Source: an optimization exercise on an open RTL-to-GDS flow (aim: small area, a short achievable clock period and few clock cycles). Production flows keep margins and buffers that such runs may drop. The RTL of this run was laid out without a check of its function. Power and IR drop assume default switching activity.

**design/flow/design.v**
```verilog
module	ARM_SingleCycle_DataPath
	#(parameter	BusWidth = 32)
	(input logic	i_CLK, i_RESET,
	input logic[1:0]				i_Reg_Src, i_Imm_Src,
	input logic						i_PC_Src, i_ALU_Src, 
	input logic						i_Mem_ToReg,
	input logic						i_Reg_Write,
	input logic[1:0]				i_ALU_Control,
	output logic[3:0]				o_ALU_Flags,
	input logic[23:0]				i_Instr,
	output logic[(BusWidth - 1):0]	o_PC, o_ALU_Result,
	output logic[(BusWidth - 1):0]	o_Write_Data,
	input logic[(BusWidth - 1):0]	i_Read_Data);
	logic[(BusWidth - 1):0]			s_PC_in;
	logic[(BusWidth - 1):0]			s_PC;
	logic[(BusWidth - 1):0]			s_PC_Plus4, s_PC_Plus8;
	logic[3:0]						s_Reg1_Address, s_Reg2_Address;
	logic[(BusWidth - 1):0]			s_Reg1_Data, s_Reg2_Data;
	logic[(BusWidth - 1):0]			s_ExtendedData;
	logic[6:0]						s_Shamt;
	logic[(BusWidth - 1):0]			s_Shifted_Data;
	logic[(BusWidth - 1):0]			s_ALU_Src2;
	logic[(BusWidth - 1):0]			s_ALU_Result;
	logic[(BusWidth - 1):0]			s_Result;
	ARM_Mux2				PC_Source
		(s_PC_Plus4, s_Result,
		i_PC_Src,
		s_PC_in);
	ARM_ProgramCounter		ProgramCounter
		(i_CLK, i_RESET,
		s_PC_in,
		s_PC);
	assign o_PC = s_PC;
	ARM_Adder				NextInstruction_Adder
		(s_PC,  32'd4,
		s_PC_Plus4);
	ARM_Adder				PC_Plus8_Adder
		( 32'd4, s_PC_Plus4,
		s_PC_Plus8);
	ARM_Mux2	Reg1_Source
		(i_Instr[19:16], 4'd15,
		i_Reg_Src[0],
		s_Reg1_Address[3:0]);
	ARM_Mux2	Reg2_Source
		(i_Instr[3:0], i_Instr[15:12],
		i_Reg_Src[1],
		s_Reg2_Address[3:0]);
	ARM_RegisterFile		RegisterFile
		(i_CLK, i_RESET,
		i_Reg_Write,
		s_Reg1_Address, s_Reg2_Address,
		 i_Instr[15:12],
		s_PC_Plus8,
		s_Result,
		s_Reg1_Data, s_Reg2_Data);
	ARM_ExtensionUnit		ExtensionUnit
		(i_Instr[23:0],
		i_Imm_Src,
		s_ExtendedData);
	ARM_Mux2				ALU_Src2_Mux
		(s_Reg2_Data, s_ExtendedData,
		i_ALU_Src,
		s_ALU_Src2);
	ARM_ALU					ALU
		(s_Reg1_Data, s_ALU_Src2,
		i_ALU_Control,
		s_ALU_Result,
		o_ALU_Flags);
	assign o_ALU_Result = s_ALU_Result;
	assign o_Write_Data = s_Reg2_Data;
	ARM_Mux2				Result_Source
		(s_ALU_Result, i_Read_Data,
		i_Mem_ToReg,
		s_Result);
endmodule
module	ARM_ProgramCounter
	#(parameter	AddressBusWidth	= 32)
	(input logic							i_CLK, i_RESET,
	input logic[(AddressBusWidth - 1):0]	i_Address,
	output logic[(AddressBusWidth - 1):0]	o_Address);
	always_ff	@(posedge i_CLK, posedge i_RESET)
	begin
		if (i_RESET)		o_Address <= 'd0;
		else				o_Address <= i_Address;
	end
endmodule
module	ARM_Adder
	#(parameter BusWidth = 32)
	(input logic[(BusWidth - 1):0]	i_Adder_Src1, i_Adder_Src2,
	output logic[(BusWidth - 1):0]	o_Adder_Result);
	assign o_Adder_Result = i_Adder_Src1 + i_Adder_Src2;
endmodule
module	ARM_RegisterFile
	#(parameter	BusWidth			= 32,
				RegisterFileSize	= 15)
	(input logic					i_CLK, i_RESET,
	input logic						i_Write_Enable,
	input logic[3:0]				i_Address_ToRead1, i_Address_ToRead2,
	input logic[3:0]				i_Address_ToWrite,
	input logic[(BusWidth - 1):0]	i_R15,
	input logic[(BusWidth - 1):0]	i_Write_Data,
	output logic[(BusWidth - 1):0]	o_Read_Data1, o_Read_Data2);
	int								i;
	logic[(BusWidth - 1):0]			RegisterFile[(RegisterFileSize - 1):0];
	always_ff	@(posedge i_CLK, posedge i_RESET)
	begin
		if (i_RESET)
		begin
			for (i = 0; i < 15; i = i + 1)		RegisterFile[i] <= 32'd0;
		end
		else if (i_Write_Enable)				RegisterFile[i_Address_ToWrite] <= i_Write_Data;
	end
	assign o_Read_Data1 = (i_Address_ToRead1 == 4'd15) ?	i_R15 : RegisterFile[i_Address_ToRead1];
	assign o_Read_Data2 = (i_Address_ToRead2 == 4'd15) ?	i_R15 : RegisterFile[i_Address_ToRead2];
endmodule
module	ARM_ExtensionUnit
	#(parameter	BusWidth			= 32,
				ExtendableDataWidth	= 24)
	(input logic[(ExtendableDataWidth - 1):0]	i_Data,
	input logic[1:0]							i_ExtensionControl,
	output logic[(BusWidth - 1):0]				o_Extension);
	typedef enum logic[1:0] {IMM_DATA_PROCESSING, IMM_MEM, IMM_BRANCH}	ExtensionType;
	always_comb
	begin
		case (i_ExtensionControl)
			IMM_DATA_PROCESSING:	o_Extension = {24'b0, i_Data[7:0]};
			IMM_MEM:				o_Extension = {20'b0, i_Data[11:0]};
			IMM_BRANCH:				o_Extension = {{6{i_Data[23]}}, i_Data[23:0], 2'b00};
			default:	o_Extension = 32'bx;
		endcase
	end
endmodule
module ARM_Shift
	#(parameter	BusWidth	= 32)
	(input logic[(BusWidth - 1):0]	i_Data,
	input logic[6:0]				i_Shamt,
	output logic[(BusWidth - 1):0]	o_Shifted_Data);
	int		l_Shamt;
	typedef enum logic[1:0]	{LSL, LSR, ASR, ROR}	t_ShiftType;
	logic[1:0]						s_ShiftType;
	assign s_ShiftType = i_Shamt[1:0];
	always_comb
	begin
		case (s_ShiftType)
			LSL:	o_Shifted_Data = (i_Data << i_Shamt[6:2]);
			LSR:	o_Shifted_Data = (i_Data >> i_Shamt[6:2]);
			ASR:	o_Shifted_Data = (i_Data >>> i_Shamt[6:2]);
			ROR:
			begin
				case(i_Shamt[6:2])
					4'd0:	o_Shifted_Data = i_Data;
					4'd1:
					begin
						o_Shifted_Data[((BusWidth - 1) - 1):0] = i_Data >> 1;
						o_Shifted_Data[(BusWidth - 1)] = i_Data[0];
					end
					4'd2:
					begin
						o_Shifted_Data[((BusWidth - 1) - 2):0] = i_Data >> 2;
						o_Shifted_Data[(BusWidth - 1):((BusWidth - 1) - 1)] = i_Data[1:0];
					end
					4'd3:
					begin
						o_Shifted_Data[((BusWidth - 1) - 3):0] = i_Data >> 3;
						o_Shifted_Data[(BusWidth - 1):((BusWidth - 1) - 2)] = i_Data[2:0];
					end
					4'd4:
					begin
						o_Shifted_Data[((BusWidth - 1) - 4):0] = i_Data >> 4;
						o_Shifted_Data[(BusWidth - 1):((BusWidth - 1) - 3)] = i_Data[3:0];
					end
					4'd5:
					begin
						o_Shifted_Data[((BusWidth - 1) - 5):0] = i_Data >> 5;
						o_Shifted_Data[(BusWidth - 1):((BusWidth - 1) - 4)] = i_Data[4:0];
					end
					4'd6:
					begin
						o_Shifted_Data[((BusWidth - 1) - 6):0] = i_Data >> 6;
						o_Shifted_Data[(BusWidth - 1):((BusWidth - 1) - 5)] = i_Data[5:0];
					end
					4'd7:
					begin
						o_Shifted_Data[((BusWidth - 1) - 7):0] = i_Data >> 7;
						o_Shifted_Data[(BusWidth - 1):((BusWidth - 1) - 6)] = i_Data[6:0];
					end
					4'd8:
					begin
						o_Shifted_Data[((BusWidth - 1) - 8):0] = i_Data >> 8;
						o_Shifted_Data[(BusWidth - 1):((BusWidth - 1) - 7)] = i_Data[7:0];
					end
					4'd9:
					begin
						o_Shifted_Data[((BusWidth - 1) - 9):0] = i_Data >> 9;
						o_Shifted_Data[(BusWidth - 1):((BusWidth - 1) - 8)] = i_Data[8:0];
					end
					4'd10:
					begin
						o_Shifted_Data[((BusWidth - 1) - 10):0] = i_Data >> 10;
						o_Shifted_Data[(BusWidth - 1):((BusWidth - 1) - 9)] = i_Data[9:0];
					end
					4'd11:
					begin
						o_Shifted_Data[((BusWidth - 1) - 11):0] = i_Data >> 11;
						o_Shifted_Data[(BusWidth - 1):((BusWidth - 1) - 10)] = i_Data[10:0];
					end
					4'd12:
					begin
						o_Shifted_Data[((BusWidth - 1) - 12):0] = i_Data >> 12;
						o_Shifted_Data[(BusWidth - 1):((BusWidth - 1) - 11)] = i_Data[11:0];
					end
					4'd13:
					begin
						o_Shifted_Data[((BusWidth - 1) - 13):0] = i_Data >> 13;
						o_Shifted_Data[(BusWidth - 1):((BusWidth - 1) - 12)] = i_Data[12:0];
					end
					4'd14:
					begin
						o_Shifted_Data[((BusWidth - 1) - 14):0] = i_Data >> 14;
						o_Shifted_Data[(BusWidth - 1):((BusWidth - 1) - 13)] = i_Data[13:0];
					end
					4'd15:
					begin
						o_Shifted_Data[((BusWidth - 1) - 15):0] = i_Data >> 15;
						o_Shifted_Data[(BusWidth - 1):((BusWidth - 1) - 14)] = i_Data[14:0];
					end
				endcase
			end
		endcase
	end
endmodule
module	ARM_ALU
	#(parameter	BusWidth	= 32)
	(input logic[(BusWidth - 1):0]	i_ALU_Src1, i_ALU_Src2,
	input logic[1:0]				i_ALU_Control,
	output logic[(BusWidth - 1):0]	o_ALU_Result,
	output logic[3:0]				o_ALU_Flags);
	logic[(BusWidth - 1):0]			s_ALU_Result;
	logic							s_Flag_Negative, s_Flag_Zero;
	logic							s_Flag_Carry, s_Flag_Overflow;
	logic[BusWidth:0]				s_Sum_Ext;
	logic							s_Sum_Carry;
	assign s_Sum_Ext = {1'b0, i_ALU_Src1} + {1'b0, i_ALU_Src2};
	assign s_Sum_Carry = s_Sum_Ext[BusWidth];
	typedef enum logic[1:0] {ADD, SUB, AND, ORR}	ALU_Operation;
	always_comb
	begin
		case (i_ALU_Control[1:0])
			ADD:	s_ALU_Result = i_ALU_Src1 + i_ALU_Src2;
			SUB:	s_ALU_Result = i_ALU_Src1 - i_ALU_Src2;
			AND:	s_ALU_Result = i_ALU_Src1 & i_ALU_Src2;
			ORR:	s_ALU_Result = i_ALU_Src1 | i_ALU_Src2;
			default:	s_ALU_Result = 32'b0;
		endcase
	end
	always_comb
	begin
		s_Flag_Negative = (s_ALU_Result[BusWidth - 1] == 1'b1) ?	1'b1 : 1'b0;
		s_Flag_Zero = (s_ALU_Result == 0) ?							1'b1 : 1'b0;
		case (i_ALU_Control[1:0])
			ADD:
			begin
				s_Flag_Carry = s_Sum_Carry;
				s_Flag_Overflow =	((~i_ALU_Src1[BusWidth - 1] & ~i_ALU_Src2[BusWidth - 1] & s_ALU_Result[BusWidth - 1]) |
									(i_ALU_Src1[BusWidth - 1] & i_ALU_Src2[BusWidth - 1] & ~s_ALU_Result[BusWidth - 1]));
			end
			SUB:
			begin
				s_Flag_Carry = (i_ALU_Src1 >= i_ALU_Src2) ?					1'b1 : 1'b0;
				s_Flag_Overflow =	((i_ALU_Src1[BusWidth - 1] & ~i_ALU_Src2[BusWidth - 1] & ~s_ALU_Result[BusWidth - 1]) |
									(~i_ALU_Src1[BusWidth - 1] & i_ALU_Src2[BusWidth - 1] & s_ALU_Result[BusWidth - 1]));
			end
			default:
			begin
				s_Flag_Carry = 1'bx;
				s_Flag_Overflow = 1'bx;
			end
		endcase
	end
	assign o_ALU_Result =	s_ALU_Result;
	assign o_ALU_Flags =	{s_Flag_Negative, s_Flag_Zero,
							s_Flag_Carry, s_Flag_Overflow};
endmodule
module ARM_Mux2
	#(parameter	BusWidth	= 32)
	(input logic[(BusWidth - 1):0]	i_Mux_Src0, i_Mux_Src1,
	input logic						i_Mux_Src_Select,
	output logic[(BusWidth - 1):0]	o_Mux_out);
	assign o_Mux_out = (i_Mux_Src_Select) ?	i_Mux_Src1 : i_Mux_Src0;
endmodule
module ARM_SyngleCycle_Controller
	(input logic		i_CLK, i_RESET,
	input logic[3:0]	i_ALU_Flags,
	output logic[1:0]	o_Reg_Src, o_Imm_Src,
	output logic		o_PC_Src, o_ALU_Src,
	output logic		o_Mem_ToReg,
	output logic		o_Reg_Write, o_Mem_Write,
	output logic[1:0]	o_ALU_Control,
	input logic[15:0]	i_Instr);
	logic[3:0]			s_Cond;
	logic[1:0]			s_Flag_Write;
	logic				s_PC_Src;
	logic				s_Reg_Write, s_Mem_Write;
	logic				s_No_Write;
	logic[1:0]			s_Op;
	logic[5:0]			s_Funct;
	logic[3:0]			s_Rd;
	assign s_Cond	= i_Instr[15:12];
	assign s_Op		= i_Instr[11:10];
	assign s_Funct	= i_Instr[9:4];
	assign s_Rd		= i_Instr[3:0];
	ARM_SyngleCycle_Decoder				Decoder
		(s_Op,
		s_Funct,
		s_Rd,
		s_Flag_Write,
		s_PC_Src,
		s_Reg_Write, s_Mem_Write,
		s_No_Write,
		o_Mem_ToReg,
		o_ALU_Src,
		o_Reg_Src, o_Imm_Src,
		o_ALU_Control);
	ARM_SyngleCycle_ConditionalLogic	ConditionalLogic
		(i_CLK, i_RESET,
		s_Cond,
		i_ALU_Flags,
		s_Flag_Write,
		s_PC_Src,
		s_Reg_Write, s_Mem_Write,
		s_No_Write,
		o_PC_Src,
		o_Reg_Write, o_Mem_Write);
endmodule
module	ARM_SyngleCycle_Decoder
	(input logic[1:0]	i_Op,
	input logic[5:0]	i_Funct,
	input logic[3:0]	i_Rd,
	output logic[1:0]	o_Flag_Write,
	output logic		o_PC_Src,
	output logic		o_Reg_Write, o_Mem_Write,
	output logic		o_No_Write,
	output logic		o_Mem_ToReg,
	output logic		o_ALU_Src,
	output logic[1:0]	o_Reg_Src, o_Imm_Src,
	output logic[1:0]	o_ALU_Control);
	logic				s_ALU_Operation;
	logic				s_Branch;
	ARM_SyngleCycle_ALU_Decoder		ALU_Decoder
		(i_Funct[4:0],
		s_ALU_Operation,
		o_ALU_Control, o_Flag_Write,
		o_No_Write);
	ARM_SyngleCycle_Main_Decoder	Main_Decoder
		(i_Op, {i_Funct[5], i_Funct[0]},
		o_Reg_Src, o_Imm_Src,
		o_ALU_Src,
		o_Reg_Write, o_Mem_Write,
		o_Mem_ToReg,
		s_ALU_Operation,
		s_Branch);
	ARM_SyngleCycle_PC_Logic		PC_Logic
		(i_Rd,
		s_Branch, o_Reg_Write,
		o_PC_Src);
endmodule
module	ARM_SyngleCycle_ALU_Decoder
	(input logic[4:0]	i_Funct,
	input logic			i_ALU_Operation,
	output logic[1:0]	o_ALU_Control, o_Flag_Write,
	output logic		o_No_Write);
	typedef enum logic[3:0]	{ADD = 4'b0100,
							SUB = 4'b0010,
							AND = 4'b0000,
							ORR = 4'b1100,
							CMP = 4'b1010}	InstructionType;
	always_comb
	begin
		if (i_ALU_Operation)
		begin
			o_ALU_Control		= 2'bxx;
			o_No_Write			= 1'bx;
			o_Flag_Write		= 2'b00;
			case (i_Funct[4:1])
				ADD:
				begin
					o_ALU_Control		= 2'b00;
					o_No_Write			= 1'b0;
					if (i_Funct[0])		o_Flag_Write	= 2'b11;
				end
				SUB:
				begin
					o_ALU_Control		= 2'b01;
					o_No_Write			= 1'b0;
					if (i_Funct[0])		o_Flag_Write	= 2'b11;
				end
				AND:
				begin
					o_ALU_Control		= 2'b10;
					o_No_Write			= 1'b0;
					if (i_Funct[0])		o_Flag_Write	= 2'b10;
				end
				ORR:
				begin
					o_ALU_Control		= 2'b11;
					o_No_Write			= 1'b0;
					if (i_Funct[0])		o_Flag_Write	= 2'b10;
				end
				CMP:
				begin
					o_ALU_Control		= 2'b01;
					o_No_Write			= 1'b1;
					if (i_Funct[0])		o_Flag_Write	= 2'b11;
				end
				default:
				begin
					o_ALU_Control		= 2'bxx;
					o_No_Write			= 1'bx;
					o_Flag_Write		= 2'bxx;
				end
			endcase
		end
		else
		begin
			o_ALU_Control	= 2'b0;
			o_Flag_Write	= 2'b0;
			o_No_Write		= 1'b0;
		end
	end
endmodule
module	ARM_SyngleCycle_Main_Decoder
	(input logic[1:0]	i_Op, i_Funct,
	output logic[1:0]	o_Reg_Src, o_Imm_Src,
	output logic		o_ALU_Src,
	output logic		o_Reg_Write, o_Mem_Write,
	output logic		o_Mem_ToReg,
	output logic		o_ALU_Operation,
	output logic		o_Branch);
	typedef enum logic[1:0] {DATA_PROCESSING,
							MEM_CONTROL,
							BRANCH}	InstructionType;
	always_comb
	begin
		case (i_Op)
			DATA_PROCESSING:
			begin
				if (i_Funct[1])
				begin
					o_Branch		= 1'b0;
					o_Mem_ToReg		= 1'b0;
					o_Mem_Write		= 1'b0;
					o_ALU_Src		= 1'b1;
					o_Imm_Src		= 2'b00;
					o_Reg_Write		= 1'b1;
					o_Reg_Src		= 2'bx0;
					o_ALU_Operation	= 1'b1;
				end
				else
				begin
					o_Branch		= 1'b0;
					o_Mem_ToReg		= 1'b0;
					o_Mem_Write		= 1'b0;
					o_ALU_Src		= 1'b0;
					o_Imm_Src		= 2'bxx;
					o_Reg_Write		= 1'b1;
					o_Reg_Src		= 2'b00;
					o_ALU_Operation	= 1'b1;
				end
			end
			MEM_CONTROL:
			begin
				if (i_Funct[0])
				begin
					o_Branch		= 1'b0;
					o_Mem_ToReg		= 1'b1;
					o_Mem_Write		= 1'b0;
					o_ALU_Src		= 1'b1;
					o_Imm_Src		= 2'b01;
					o_Reg_Write		= 1'b1;
					o_Reg_Src		= 2'bx0;
					o_ALU_Operation	= 1'b0;
				end
				else
				begin
					o_Branch		= 1'b0;
					o_Mem_ToReg		= 1'bx;
					o_Mem_Write		= 1'b1;
					o_ALU_Src		= 1'b1;
					o_Imm_Src		= 2'b01;
					o_Reg_Write		= 1'b0;
					o_Reg_Src		= 2'b10;
					o_ALU_Operation	= 1'b0;
				end
			end
			BRANCH:
			begin
				o_Branch		= 1'b1;
				o_Mem_ToReg		= 1'b0;
				o_Mem_Write		= 1'b0;
				o_ALU_Src		= 1'b1;
				o_Imm_Src		= 2'b10;
				o_Reg_Write		= 1'b0;
				o_Reg_Src		= 2'bx1;
				o_ALU_Operation	= 1'b0;
			end
			default:
			begin
				o_Branch		= 1'bx;
				o_Mem_ToReg		= 1'bx;
				o_Mem_Write		= 1'bx;
				o_ALU_Src		= 1'bx;
				o_Imm_Src		= 2'bxx;
				o_Reg_Write		= 1'bx;
				o_Reg_Src		= 2'bxx;
				o_ALU_Operation	= 1'bx;
			end
		endcase
	end
endmodule
module	ARM_SyngleCycle_PC_Logic
	(input logic[3:0]	i_Rd,
	input logic			i_Branch, i_Reg_Write,
	output logic		o_PC_Src);
	assign o_PC_Src = (((i_Rd == 4'd15) & i_Reg_Write) | i_Branch) ?	1'b1 : 1'b0;
endmodule
module	ARM_SyngleCycle_ConditionalLogic
	(input logic		i_CLK, i_RESET,
	input logic[3:0]	i_Cond,
	input logic[3:0]	i_ALU_Flags,
	input logic[1:0]	i_Flag_Write,
	input logic			i_PC_Src,
	input logic			i_Reg_Write, i_Mem_Write,
	input logic			i_No_Write,
	output logic		o_PC_Src,
	output logic		o_Reg_Write, o_Mem_Write);
	logic[1:0]			s_Flags_NZ, s_Flags_CV;
	logic				s_Cond_Executed;
	logic[1:0]			s_Flag_Write;
	assign s_Flag_Write = (s_Cond_Executed) ?	i_Flag_Write : 2'b00;
	always_ff	@(posedge i_CLK, posedge i_RESET)
	begin
		if (i_RESET)
		begin
			s_Flags_NZ <= 2'b00;
			s_Flags_CV <= 2'b00;
		end
		else
		begin
			if (s_Flag_Write[1])	s_Flags_NZ <= i_ALU_Flags[3:2];
			if (s_Flag_Write[0])	s_Flags_CV <= i_ALU_Flags[1:0];
		end
	end
	ARM_SyngleCycle_ConditionCheck	ConditionCheck
		(i_Cond,
		s_Flags_NZ,
		s_Flags_CV,
		s_Cond_Executed);
	always_comb
	begin
		if (s_Cond_Executed)
		begin
			o_PC_Src = i_PC_Src;
			o_Mem_Write = i_Mem_Write;
			if (~i_No_Write)	o_Reg_Write = i_Reg_Write;
			else					o_Reg_Write = 1'b0;
		end
		else
		begin
			o_PC_Src = 1'b0;
			o_Mem_Write = 1'b0;
			o_Reg_Write = 1'b0;
		end
	end
endmodule
module	ARM_SyngleCycle_ConditionCheck
	(input logic[3:0]	i_Cond,
	input logic[1:0]	i_Flags_NZ,
	input logic[1:0]	i_Flags_CV,
	output logic		o_Cond_Executed);
	typedef enum logic[3:0]	{EQ, NE, CS, LO,
							MI, PL, VS, VC,
							HI,	LS, GE, LT,
							GT, LE, AL}	ConditionTyoe;
	always_comb
	begin
		case (i_Cond)
			EQ:	if (i_Flags_NZ[0])		o_Cond_Executed = 1'b1;
				else					o_Cond_Executed = 1'b0;
			NE:	if (i_Flags_NZ[0] == 0)	o_Cond_Executed = 1'b1;
				else					o_Cond_Executed = 1'b0;
			CS:	if (i_Flags_CV[1])		o_Cond_Executed = 1'b1;
				else					o_Cond_Executed = 1'b0;
			LO:	if (i_Flags_CV[1] == 0)	o_Cond_Executed = 1'b1;
				else					o_Cond_Executed = 1'b0;
			MI:	if (i_Flags_NZ[1])		o_Cond_Executed = 1'b1;
				else					o_Cond_Executed = 1'b0;
			PL:	if (i_Flags_NZ[1] == 0)	o_Cond_Executed = 1'b1;
				else					o_Cond_Executed = 1'b0;
			VS:	if (i_Flags_CV[0])		o_Cond_Executed = 1'b1;
				else					o_Cond_Executed = 1'b0;
			VC:	if (i_Flags_CV[0] == 0)	o_Cond_Executed = 1'b1;
				else					o_Cond_Executed = 1'b0;
			HI:	if ((i_Flags_NZ[0] == 0) & (i_Flags_CV[1]))	o_Cond_Executed = 1'b1;
				else										o_Cond_Executed = 1'b0;
			LS:	if ((i_Flags_NZ[0]) | (i_Flags_CV[1] == 0))	o_Cond_Executed = 1'b1;
				else										o_Cond_Executed = 1'b0;
			GE:	if (~((i_Flags_NZ[1]) ^ (i_Flags_CV[0])))	o_Cond_Executed = 1'b1;
				else										o_Cond_Executed = 1'b0;
			LT:	if (((i_Flags_NZ[1]) ^ (i_Flags_CV[0])))	o_Cond_Executed = 1'b1;
				else										o_Cond_Executed = 1'b0;
			GT:	if ((~i_Flags_NZ[0]) & (~((i_Flags_NZ[1]) ^ (i_Flags_CV[0]))))	o_Cond_Executed = 1'b1;
				else															o_Cond_Executed = 1'b0;
			LE:	if ((i_Flags_NZ[0]) | (((i_Flags_NZ[1]) ^ (i_Flags_CV[0]))))	o_Cond_Executed = 1'b1;
				else															o_Cond_Executed = 1'b0;
			AL:	o_Cond_Executed = 1'b1;
			default:	o_Cond_Executed = 1'bx;
		endcase
	end
endmodule
module ARM_SingleCycle_CPU
	#(parameter	BusWidth	= 32)
	(input logic		i_CLK, i_RESET,
	input logic[(BusWidth - 1):0]	i_Instr,
	output logic[(BusWidth - 1):0]	o_PC,
	output logic[(BusWidth - 1):0]	o_Data_Address,
	output logic					o_Mem_Write,
	output logic[(BusWidth - 1):0]	o_Write_Data,
	input logic[(BusWidth - 1):0]	i_Read_Data);
	logic[3:0]			s_ALU_Flags;
	logic[1:0]			s_Reg_Src, s_Imm_Src;
	logic				s_PC_Src, s_ALU_Src;
	logic[1:0]			s_ALU_Control;
	logic				s_Mem_ToReg;
	logic				s_Reg_Write; 
	ARM_SingleCycle_DataPath	Datapath
		(i_CLK, i_RESET,
		s_Reg_Src, s_Imm_Src,
		s_PC_Src, s_ALU_Src,
		s_Mem_ToReg,
		s_Reg_Write,
		s_ALU_Control,
		s_ALU_Flags,
		i_Instr[23:0],
		o_PC, o_Data_Address,
		o_Write_Data,
		i_Read_Data);
	ARM_SyngleCycle_Controller	Controller
		(i_CLK, i_RESET,
		s_ALU_Flags,
		s_Reg_Src, s_Imm_Src,
		s_PC_Src, s_ALU_Src,
		s_Mem_ToReg,
		s_Reg_Write, o_Mem_Write,
		s_ALU_Control,
		{i_Instr[31:20], i_Instr[15:12]});
endmodule
```
**design/flow/run.sh**
```bash
#!/bin/bash
# synth_recipe.tcl (not shown) runs the flow's synth.tcl, then flattens the netlist and writes it again
# the make line also repeats each setting of config.mk as NAME=value (left out here)
make -C /OpenROAD-flow-scripts/flow DESIGN_CONFIG=/design/flow/config.mk WORK_HOME=/design/flow/orfs CLKGATE_MAP_FILE= SYNTH_SCRIPT=/design/flow/synth_recipe.tcl finish
```
**design/flow/config.mk**
```make
export PLATFORM = sky130hd
export DESIGN_NAME = ARM_SingleCycle_CPU
export DESIGN_NICKNAME = ARM_SingleCycle_CPU
export VERILOG_FILES = /design/flow/design.v
export SDC_FILE = /design/flow/constraint.sdc
export NUM_CORES = 4
export LEC_CHECK = 0
export CAP_MARGIN = 20
export CORE_MARGIN = 2
export CORE_UTILIZATION = 40
export PLACE_DENSITY = 0.6
export SLEW_MARGIN = 20
```
**design/flow/constraint.sdc**
```tcl
create_clock -name core_clock -period 14.0 [get_ports {i_CLK}]
set_input_delay 2.8000 -clock core_clock [delete_from_list [all_inputs] [get_ports {i_CLK}]]
set_output_delay 2.8000 -clock core_clock [all_outputs]
set_load 0.01 [all_outputs]
```
==> run summary <==
Worst setup EP type output port; post-layout util between 40% and 50%; maximum ir drop on the vdd rail 0.101 mV; number of design-rule violations left by the first detailed-router iteration between 5000 and 6000; worst setup slack before clock tree synthesis 0.998 ns; Synth top area share about two fifths; number of standard cells after synthesis between 3000 and 4000; Post-Synth Simple-Gate Area between 10% and 20%; post-route clock skew approximately 0.030 ns; post-synthesis share of cell area spent on xor and xnor gates 1.77%; TritonCTS clock tree done; Worst Tran Pin Value 1.20 ns; Cell Pwr Density 194 nW/um2; Inserted Clock Buffers between 50 and 60; slowest cell delay on critical path a little under 0.9 ns; final total power around 0.0072 W; worst hold path cell count 2; Setup Total Neg Slack 0 ns; die area between 80000 and 90000 um2; count of fill cells added during filler insertion 7792; main combinational cell family by area after synthesis compound AO/OA/AOI/OAI gates; Clock H-tree levels 2; routed vias between 30000 and 40000; pin count of the biggest net entering global routing a little over 80; final setup slack of the worst path 0.653 ns; worst flop-to-flop path startpoint Datapath.ProgramCounter.o_Address[6]$_DFF_PP0_; Most common cell on crit path sky130_fd_sc_hd__a21oi_1; FFs w/ async S/R, synth 100%; half-perimeter wire length after detailed placement around 100000 um; Worst-path clk slew around 0.060 ns; compound-gate portion of the synthesized area between 30% and 40%; top cells by area, synth sky130_fd_sc_hd__dfrtp_1 (40%), sky130_fd_sc_hd__o21ai_0 (8.7%), sky130_fd_sc_hd__a22oi_1 (7.1%); number of routed nets with antenna violations 0; overall die width 287 um; Hold Path Sink Datapath.RegisterFile.RegisterFile[6][3]$_DFFE_PP0P_; Max transition margin roughly a fifth; nets@finish just over 4000; hold buffer count at cts 0; count of final max-slew check failures 0; number of hold-slack violations in the final timing report 0; HP Start Datapath.RegisterFile.RegisterFile[6][3]$_DFFE_PP0P_; Remaining DRCs 0; First-pass DRT Iterations 8; status finished clean; Setup CP Type primary input to output port; clock net sink count between 500 and 600; number of global-route vias before repair approximately 31000; buffer levels on the longest clock path 3; CTS Root Cell sky130_fd_sc_hd__clkbuf_16; # setup viols final 0; unrepaired setup endpoints after global routing false; total placed instance area approximately 35000 um2; layout cells sized above 1 under 10%; input/output buffers ~160; highest clock rate around 0.075 GHz; Avg Inst Size Synth 8.33 um2; most used cells in the layout excluding fill and tap cells sky130_fd_sc_hd__nand2_1 (595), sky130_fd_sc_hd__o21ai_0 (549), sky130_fd_sc_hd__dfrtp_1 (516); post-synthesis share of cell area spent on full adders, half adders and majority gates between 4 and 5%; Max Cap Violations 0; Gates resized, CTS repair 0; total non-filler cell area in the finished layout 37100 um2; class of the most critical hold timing path register to register; synthesized net count 4032; share of synthesized area occupied by flip-flops and latches between 40% and 50%; most common cell after layout, fill and taps aside sky130_fd_sc_hd__nand2_1; initial antenna violation count 6; area growth from synthesis to layout 15.4%; Worst Reg2Reg Path Length in Cells 22; Worst Path Required 11.20 ns; number of vias per cell after detailed routing 6.65; leakage dissipation roughly 16 nW; WL final 153000 um; crit-path leading delay family compound AO/OA/AOI/OAI gates; number of storage elements in the synthesis netlist approximately 520; average wire per cell in the routed design 30.9 um; number of enable-type register cells in the synthesized netlist 0; standard cell with the maximum stage delay on the critical path sky130_fd_sc_hd__nor2_4; endpoint arrival time on the critical path ~11 ns; Final Cycle Share 95.3%; standard-cell rows roughly 100; synthesis warning total 14; wire length of the first global-routing pass between 200000 and 250000 um; Crit Path Max Fanout 18; Yosys top cell by area sky130_fd_sc_hd__dfrtp_1; synth unique cells 89; count of buffer and inverter cells on the critical path 4; overall track demand over capacity in global routing a little over a third; type of element launching the critical path primary input; Post-Synthesis Cell Area 32100 um2; flip-flop cell with the highest count after synthesis sky130_fd_sc_hd__dfrtp_1; area of the core 79300 um2; reg-to-reg critical path endpoint Datapath.RegisterFile.RegisterFile[10][25]$_DFFE_PP0P_; initial cell density of the core 40.5%; portion of netlist area occupied by mux cells roughly 1.7%; clock latency on the worst-skew pair 0.66 ns; Setup Buffers After CTS 0; routability congestion estimate from global placement roughly 0.99; total gr overflow 0; worst reg2reg setup slack 5.50 ns; Die Span Y 287 um; post-route minimum period between 10 and 15 ns; top-level port count around 160; crit path cell chain clkdlybuf4s50_1 -> inv_1 -> ha_1 -> a31oi_1 -> nor2_4 -> buf_4 -> a222oi_1 -> and3_1 -> nand4_1 -> o221ai_1 -> o21a_1 -> ha_1 -> nand2_1 -> o21ai_0 -> o21ai_0 -> a21oi_1 -> a21o_1 -> a21oi_1 -> o311ai_0 -> a221oi_1 -> a21oi_1 -> clkdlybuf4s50_1
how the worst max path moves through the flow:
stage / from / cells after the start / end
5_1_grt: i_Instr[27] / 22 / o_Data_Address[30]
2_1_floorplan: i_Instr[27] / 26 / o_Data_Address[31]
4_1_cts: i_Instr[27] / 22 / o_Data_Address[30]
3_3_place_gp: i_Instr[27] / 20 / o_Data_Address[22]
6_report: i_Instr[27] / 22 / o_Data_Address[30]
3_5_place_dp: i_Instr[27] / 22 / o_Data_Address[30]
cell usage after synthesis, drive strengths merged (13+ instances only):
master and instances:
nor4 17, a22o 13, a22oi 304, inv 133, and2 19, xor2 24
or2 14, o22ai 43, nor3 45, ha 107, a222oi 67, a31oi 16
nand3 104, nor2 184, nand2 607, a211oi 13, clkbuf 284, o221ai 22
dfrtp 516, nor2b 19, nand2b 20, o21ai 559, a221oi 30, a21oi 179
o211ai 19, mux2i 52, xnor2 41, o21a 31, a221o 13, o22a 18
buf 35, nand4 87, a21o 58, and3 25, o21bai 13
layout make-up:
class | count | area, um2 | area share, %
antenna | 2 | 5.00 | 0.0135
clock buffer | 79 | 1600 | 4.31
clock inverter | 22 | 329 | 0.887
inverter | 133 | 503 | 1.36
multi-input combinational | 2889 | 17900 | 48.2
sequential | 516 | 12900 | 34.8
tap | 1050 | 1310 | 3.54
timing repair buffer | 281 | 2540 | 6.86
where the power goes:
| group | internal (W) | total, W | switching (W) | leakage [nW] |
|---|---|---|---|---|
| combinational | 0.00102 | 0.00280 | 0.00179 | 8.40 |
| clock | 0.000926 | 0.00159 | 0.000662 | 0.949 |
| sequential | 0.00211 | 0.00279 | 0.000679 | 6.65 |
cell families (layout without fill, tap and decap cells):
logic type	count (synthesis)	after routing
XOR/XNOR	65	65
multiplexers	53	53
buffers and inverters	452	515
AO/OA/AOI/OAI	1482	1482
adder cells (fa/ha/maj)	109	109
other	0	2
flip-flops	516	516
AND/OR/NAND/NOR	1180	1180
layer usage:
layer  vias up  global-route usage (%)  wire length [um]
met5         -                   0.174                10
met4         2                    18.4              9510
met3       587                    10.0             18600
met2      2260                    53.8             64300
met1     16000                    48.5             61000
li1      14200                       -                 -
metrics by stage:
stage                     hold WS (ns)  instances
after global placement           0.489       4869
final                            0.507       4972
after global routing             0.532       4971
after floorplan                  0.469       3857
after CTS                        0.511       4970
after detailed placement         0.497       4869
tightest hold or removal path, cell delays in order (launching register included):
cell and delay, ns:
sky130_fd_sc_hd__dfrtp_1 0.36, sky130_fd_sc_hd__nand2_1 0.05, sky130_fd_sc_hd__o21ai_0 0.06
registers in the layout (all words and copies together), names as in the netlist:
name and count:
Datapath.RegisterFile.RegisterFile 480, Datapath.ProgramCounter.o_Address 32, Controller.ConditionalLogic.s_Flags_CV 2, Controller.ConditionalLogic.s_Flags_NZ 2

## re-timing with driven ports
The flow's constraints put no driver on any port. The routed layout listed below was extracted and timed again, unchanged, in two steps. Step 1: set_driving_cell puts a clkbuf_16 on i_CLK and a buf_2 on each other input, an assumption about the parent block. Step 2, shift: input delay + t, output delay - t, t = (earliest + latest rising clock arrival at the registers) / 2. This alone moves slack from input paths to output paths. Slacks: ideal / step 1 / step 2; pairs: ideal / step 1.
t (ns): 0.704
setup WS [ns]: 0.653 / 0.626 / 0.626
latest minus earliest clock arrival (ns): 0.030 / 0.031
cell pins on the clock port's net: 1
After both steps setup and hold are still met in this run. For this run, drivers alone change the setup slack by -0.027 ns; drivers and shift together by -0.027 ns.
